This design comes from an exercise in tuning for small area, a short achievable clock period and few clock cycles per item on the open sky130 flow, not from production work. Function was checked by simulation only, so behaviour that the tests miss may differ from the original.

Design pt100_temp, start of the top module:
module pt100_temp (
    input  wire        clk,
    input  wire        rst,
    input  wire        in_valid,
    output wire        in_ready,
    input  wire [11:0] yk,
    output wire        out_valid,
    output wire [27:0] temp,
    output wire [27:0] temp_filt,
    output wire        alarm
    );
clock: 24.0 ns
lec_check: 0
abc_area: 1
cap_margin: 60
core_margin: 2
core_utilization: 60
place_density: 0.75
slew_margin: 60
standard.sh (not shown) runs the stock make flow with config.mk's settings and CLKGATE_MAP_FILE= SYNTH_SCRIPT=/design/flow/synth_recipe.tcl, a recipe that flattens the netlist after the stock synthesis.
==> flow/flow/run.sh <==
#!/bin/bash
# The standard layout (standard.sh), with the input and output port
# buffers made of sky130_fd_sc_hd__buf_2 instead of the default cell, and
# timing repair asked to leave 17.8 ns of setup slack (a 6.2 ns target) on
# the design's own 24 ns clock and constraints.
set -euo pipefail
export BUFFER_PORTS_ARGS="-buffer_cell sky130_fd_sc_hd__buf_2"
export SETUP_SLACK_MARGIN=17.8
bash standard.sh > standard_flow.log 2>&1
The starting point passed the timing, design-rule and antenna checks.
Testbench counts at the start, summed over its fixed seeds: cycles 18,901, samples 960.
Change:
--- a/flow/design.v
+++ b/flow/design.v
@@ -414,17 +414,22 @@
 reg [11:0] ybuf;      
 reg        yv;
 reg [27:0] P;         
 reg [26:0] D;         
 reg [27:0] Q;         
 reg [5:0]  cnt;       
-reg [15:0] KM;        
 reg        dsign;     
 reg        rdy;       
 assign in_ready = rdy;
 wire accept = in_valid & rdy;
+reg  [15:0] KM;       
+integer j;
+always @* begin
+    for (j = 0; j < 16; j = j + 1)
+        KM[j] = (cnt >= 6'd16 - j);
+end
 wire [26:0] de1 = {D[26:15], D[14:0] & KM[15:1]};
 wire [26:0] de2 = {D[26:15], D[14:0] & KM[14:0]};
 reg nb1, nb2;
 always @* begin
     nb1 = 1'b0; nb2 = 1'b0;
     if (state == S_D2) begin
@@ -458,13 +463,12 @@
 pt_add30 u_sb (.a(bs), .b({bc[28:0], 1'b1}), .ci(1'b1), .s(sB), .co(cB));
 wire        q2  = q1 ? ~sB[29] : qa;
 wire [26:0] r2  = q1 ? (q2 ? sB[26:0] : {s1[25:0], nb1})
                      : (q2 ? sA[26:0] : X[26:0]);
 wire [27:0] pn  = {r2, nb2};
 wire        last = (cnt == 6'd1);
-wire [1:0]  km_in = {cnt >= 6'd17, cnt >= 6'd19};
 reg [5:0]  p0_2;
 reg [27:0] pi_2;
 always @* begin
     casez (V1[16:5])
     12'b1???????????: begin p0_2 = 6'd23; pi_2 = 28'd38528; end
     12'b01??????????: begin p0_2 = 6'd23; pi_2 = 28'd38528; end
@@ -480,13 +484,12 @@
     12'b000000000001: begin p0_2 = 6'd33; pi_2 = 28'd37;    end
     default:          begin p0_2 = 6'd35; pi_2 = 28'd9;     end
     endcase
 end
 reg [26:0] G;
 reg        gsf;       
-reg        gneg;      
 reg        dsg;       
 reg [2:0]  bst;
 reg [26:0] ga, gb;
 reg        gci;
 always @* begin
     case (bst)
@@ -498,21 +501,19 @@
 wire [26:0] gs;
 wire        gco;
 pt_add27 u_g (.a(ga), .b(gb), .ci(gci), .s(gs), .co(gco));
 wire        e_neg = ~gsf & ~gco;
 reg [5:0]  p0_3;
 reg [27:0] pi_3;
-reg [15:0] km_3;
 always @* begin
-    km_3 = 16'hffff;
     casez (G[26:10])
-    17'b1????????????????: begin p0_3 = 6'd11; pi_3 = 28'd105908800; km_3 = 16'hffe0; end
-    17'b01???????????????: begin p0_3 = 6'd13; pi_3 = 28'd26477200; km_3 = 16'hfff8; end
-    17'b001??????????????: begin p0_3 = 6'd13; pi_3 = 28'd26477200; km_3 = 16'hfff8; end
-    17'b0001?????????????: begin p0_3 = 6'd15; pi_3 = 28'd6619300; km_3 = 16'hfffe; end
-    17'b00001????????????: begin p0_3 = 6'd15; pi_3 = 28'd6619300; km_3 = 16'hfffe; end
+    17'b1????????????????: begin p0_3 = 6'd11; pi_3 = 28'd105908800; end
+    17'b01???????????????: begin p0_3 = 6'd13; pi_3 = 28'd26477200; end
+    17'b001??????????????: begin p0_3 = 6'd13; pi_3 = 28'd26477200; end
+    17'b0001?????????????: begin p0_3 = 6'd15; pi_3 = 28'd6619300; end
+    17'b00001????????????: begin p0_3 = 6'd15; pi_3 = 28'd6619300; end
     17'b000001???????????: begin p0_3 = 6'd17; pi_3 = 28'd1654825; end
     17'b0000001??????????: begin p0_3 = 6'd17; pi_3 = 28'd1654825; end
     17'b00000001?????????: begin p0_3 = 6'd19; pi_3 = 28'd413706; end
     17'b000000001????????: begin p0_3 = 6'd19; pi_3 = 28'd413706; end
     17'b0000000001???????: begin p0_3 = 6'd21; pi_3 = 28'd103426; end
     17'b00000000001??????: begin p0_3 = 6'd21; pi_3 = 28'd103426; end
@@ -588,13 +589,12 @@
     P1 <= start1 ? {1'b0, y1, 14'd0} : {r0, 1'b0};
     c1 <= start1 ? 5'd16 : c1 - 5'd1;
     if (ust == U_RUN)
         V1 <= {V1[15:0], q0};
     P   <= start3 ? pi_3 : startm ? pi_2 : pn;
     cnt <= start3 ? p0_3 : startm ? p0_2 : cnt - 6'd2;
-    KM  <= start3 ? km_3 : startm ? 16'hffff : {KM[13:0], km_in};
     Q   <= (start3 | startm) ? 28'd0 : {Q[25:0], q1, q2};
     if (start3) begin
         D     <= G;
         dsign <= dsg;
     end else if (startm)
         D <= {10'd0, V1};
Final area falls by 2.1%; setup slack gets worse by 0.0071 ns; die area fell by 1.8%; global-route usage came out higher by 2.5 points; register-to-register slack improved by 0.09 ns; hold slack loses 0.0044 ns; non-clock buffer count falls by 3; fmax is about the same; count of clock-buffer cells in the layout is higher by 9.
Testbench counts after the change, summed over its fixed seeds: cycles 18,901, samples 960.

---

pt100_temp, a different RTL version from the one above (not shown whole).
Size in the first run: roughly 74 I/O pins, ~32000 um2 of cells after synthesis.
==> flow/design.v (excerpt) <==
module pt100_temp (
    input  wire        clk,
    input  wire        rst,
    input  wire        in_valid,
    output wire        in_ready,
    input  wire [11:0] yk,
    output wire        out_valid,
    output wire [27:0] temp,
    output wire [27:0] temp_filt,
    output wire        alarm
    );
==> flow/config.mk <==
export PLATFORM = sky130hd
export DESIGN_NAME = pt100_temp
export DESIGN_NICKNAME = pt100_temp
export VERILOG_FILES = /design/flow/design.v
export SDC_FILE = /design/flow/constraint.sdc
export NUM_CORES = 4
export LEC_CHECK = 0
export ABC_AREA = 1
export CAP_MARGIN = 60
export CORE_MARGIN = 2
export CORE_UTILIZATION = 60
export PLACE_DENSITY = 0.75
export SLEW_MARGIN = 60
==> flow/constraint.sdc <==
create_clock -name core_clock -period 24.0 [get_ports {clk}]
set_input_delay 4.8000 -clock core_clock [delete_from_list [all_inputs] [get_ports {clk}]]
set_output_delay 4.8000 -clock core_clock [all_outputs]
set_load 0.01 [all_outputs]
Scripts as last shown in full above: flow/flow/run.sh
Testbench counts at the start, summed over its fixed seeds: cycles 18,885, samples 960.
Rerun with:
--- a/flow/design.v
+++ b/flow/design.v
@@ -476,34 +476,36 @@
     12'b00000001????: begin p0_2 = 6'd29; pi_2 = 28'd602;   end
     12'b000000001???: begin p0_2 = 6'd31; pi_2 = 28'd150;   end
     12'b0000000001??: begin p0_2 = 6'd31; pi_2 = 28'd150;   end
     12'b00000000001?: begin p0_2 = 6'd33; pi_2 = 28'd37;    end
     12'b000000000001: begin p0_2 = 6'd33; pi_2 = 28'd37;    end
     default:          begin p0_2 = 6'd35; pi_2 = 28'd9;     end
     endcase
 end
 reg [26:0] G;
 reg        gsf;       
+reg        gneg;      
 reg        dsg;       
-reg [1:0]  bst;
-wire [26:0] m5;
-wire        m5c;
-pt_add27 u_m5 (.a(G), .b({G[24:0], 2'b00}), .ci(1'b0), .s(m5), .co(m5c));
-wire [27:0] e;
-wire        ec;
-pt_add28 u_e (.a({1'b0, G}), .b(gsf ? 28'd32932 : 28'hfff7f5c), .ci(1'b0), .s(e), .co(ec));
-wire        en  = ~gsf & e[27];
-wire [15:0] eneg;
-wire        enc;
-pt_add16 u_en (.a(~e[15:0]), .b(16'd0), .ci(1'b1), .s(eneg), .co(enc));
-wire [26:0] dm  = en ? {11'd0, eneg} : e[26:0];
-wire        ds  = ~gsf & ~en & (e[26:0] != 27'd0);
+reg [2:0]  bst;
+reg [26:0] ga, gb;
+reg        gci;
+always @* begin
+    case (bst)
+    3'd1:    begin ga = G;  gb = {G[24:0], 2'b00}; gci = 1'b0; end
+    3'd2:    begin ga = G;  gb = gsf ? 27'd32932 : 27'h7ff7f5c; gci = 1'b0; end
+    default: begin ga = ~G; gb = 27'd0; gci = 1'b1; end
+    endcase
+end
+wire [26:0] gs;
+wire        gco;
+pt_add27 u_g (.a(ga), .b(gb), .ci(gci), .s(gs), .co(gco));
+wire        e_neg = ~gsf & ~gco;
 reg [5:0]  p0_3;
 reg [27:0] pi_3;
 reg [15:0] km_3;
 always @* begin
     km_3 = 16'hffff;
     casez (G[26:10])
     17'b1????????????????: begin p0_3 = 6'd11; pi_3 = 28'd105908800; km_3 = 16'hffe0; end
     17'b01???????????????: begin p0_3 = 6'd13; pi_3 = 28'd26477200; km_3 = 16'hfff8; end
     17'b001??????????????: begin p0_3 = 6'd13; pi_3 = 28'd26477200; km_3 = 16'hfff8; end
     17'b0001?????????????: begin p0_3 = 6'd15; pi_3 = 28'd6619300; km_3 = 16'hfffe; end
@@ -539,53 +541,57 @@
         km1[k] = (c1 >= 15 - k);
 end
 wire [26:0] de0 = {C1[26:15], C1[14:0] & km1};
 wire [26:0] s0;
 wire        q0;
 pt_add27 u_s0 (.a(P1), .b(~de0), .ci(1'b1), .s(s0), .co(q0));
 wire [25:0] r0  = q0 ? s0[25:0] : P1[25:0];
 wire d2end  = (state == S_D2) & last;
 wire d3end  = (state == S_D3) & last;
 wire aluok  = ~frun | (fpc >= 4'd10);
-wire start3 = (((state == S_IDLE) & (ust == U_IDLE) & aluok) | d2end) & (bst == 2'd3);
+wire start3 = (((state == S_IDLE) & (ust == U_IDLE) & aluok) | d2end) & (bst == 3'd4);
 wire startm = ((state == S_IDLE) | d3end) & (ust == U_DONE);
 wire start1 = yv & ((ust == U_IDLE) | ((ust == U_DONE) & startm));
 wire tload  = d3end;
 wire yv_n = ~rst_r & (accept | (yv & ~start1));
 always @(posedge clk) begin
     rst_r <= rst;
     rdy   <= ~(yv_n | rst);
     if (~yv) ybuf <= yk;
     yv    <= yv_n;
     if (rst_r) begin
         state <= S_IDLE;
         ust   <= U_IDLE;
-        bst   <= 2'd0;
+        bst   <= 3'd0;
     end else begin
         if (start1)
             ust <= U_RUN;
         else if (ust == U_RUN) begin
             if (c1 == 4'd0) ust <= U_DONE;
         end else if (startm)
             ust <= U_IDLE;
         if (start3)
             state <= S_D3;
         else if (startm)
             state <= S_D2;
         else if (last)
             state <= S_IDLE;
         if (d2end)
-            bst <= 2'd1;
-        else if (bst == 2'd1 || bst == 2'd2)
-            bst <= bst + 2'd1;
+            bst <= 3'd1;
+        else if (bst == 3'd1)
+            bst <= 3'd2;
+        else if (bst == 3'd2)
+            bst <= e_neg ? 3'd3 : 3'd4;
+        else if (bst == 3'd3)
+            bst <= 3'd4;
         else if (start3)
-            bst <= 2'd0;
+            bst <= 3'd0;
     end
 end
 always @(posedge clk) begin
     P1 <= start1 ? (q16 ? {yd[11:0], 15'd5958} : {y1, 15'd0}) : {r0, 1'b0};
     c1 <= start1 ? 4'd15 : c1 - 4'd1;
     if (start1)
         V1 <= {16'd0, q16};
     else if (ust == U_RUN)
         V1 <= {V1[15:0], q0};
     P   <= start3 ? pi_3 : startm ? pi_2 : pn;
@@ -593,26 +599,27 @@
     KM  <= start3 ? km_3 : startm ? 16'hffff : {KM[13:0], km_in};
     Q   <= (start3 | startm) ? 28'd0 : {Q[25:0], q1, q2};
     if (start3) begin
         D     <= G;
         dsign <= dsg;
     end else if (startm)
         D <= {10'd0, V1};
     if (d2end) begin
         G   <= {Q[24:0], q1, q2};
         gsf <= Q[25];
-    end else if (bst == 2'd1)
-        G   <= m5;
-    else if (bst == 2'd2) begin
-        G   <= dm;
-        dsg <= ds;
-    end
+    end else if (bst == 3'd1)
+        G   <= gs;
+    else if (bst == 3'd2) begin
+        G   <= gs;
+        dsg <= ~gsf & gco & (gs != 27'd0);
+    end else if (bst == 3'd3)
+        G   <= gs;
 end
 reg [27:0] T;         
 reg        alarm_r;
 reg [27:0] TF;        
 reg [27:0] U1;        
 reg [27:0] UA;        
 reg [16:0] Py;        
 reg [14:0] v4p;       
 reg [28:0] ACC;
 reg        sticky;
Effect:
- The changed run ran to the end with no violations
- hold slack hardly moves
- count of clock-buffer cells in the layout goes up by 2
- setup slack gains 0.058 ns
- fmax grows by 0.95%
- non-clock buffer count stays the same
- register-to-register slack gets worse by 0.16 ns
Testbench counts after the change, summed over its fixed seeds: cycles 18,885, samples 960.

## what the ideal ports hide
Ports are ideal in the flow. The routed layouts listed here were re-timed in OpenROAD. Step 1, drivers: a clkbuf_16 drives clk and a buf_2 each remaining input, both assumed. Step 2 moves the port delays by t, midway between the first and last clock arrival at a register: inputs arrive t later, outputs are due t later. That takes back most of the time a late clock gives input paths. a / b / c = ideal ports / drivers / drivers and shift; a / b = the first two.
| run | t (ns) | slack for setup (ns) | clock arrival spread, ns |
|---|---|---|---|
| the first run of note 1 | 0.661 | 17.846 / 17.787 / 18.134 | 0.033 / 0.032 |
| the second run of note 1 | 0.659 | 17.839 / 17.781 / 18.217 | 0.029 / 0.029 |
| the first run of note 2 | 0.692 | 17.814 / 17.752 / 18.233 | 0.033 / 0.033 |
| the second run of note 2 | 0.653 | 17.872 / 17.810 / 18.074 | 0.030 / 0.031 |
After both steps every run listed still meets setup and hold.
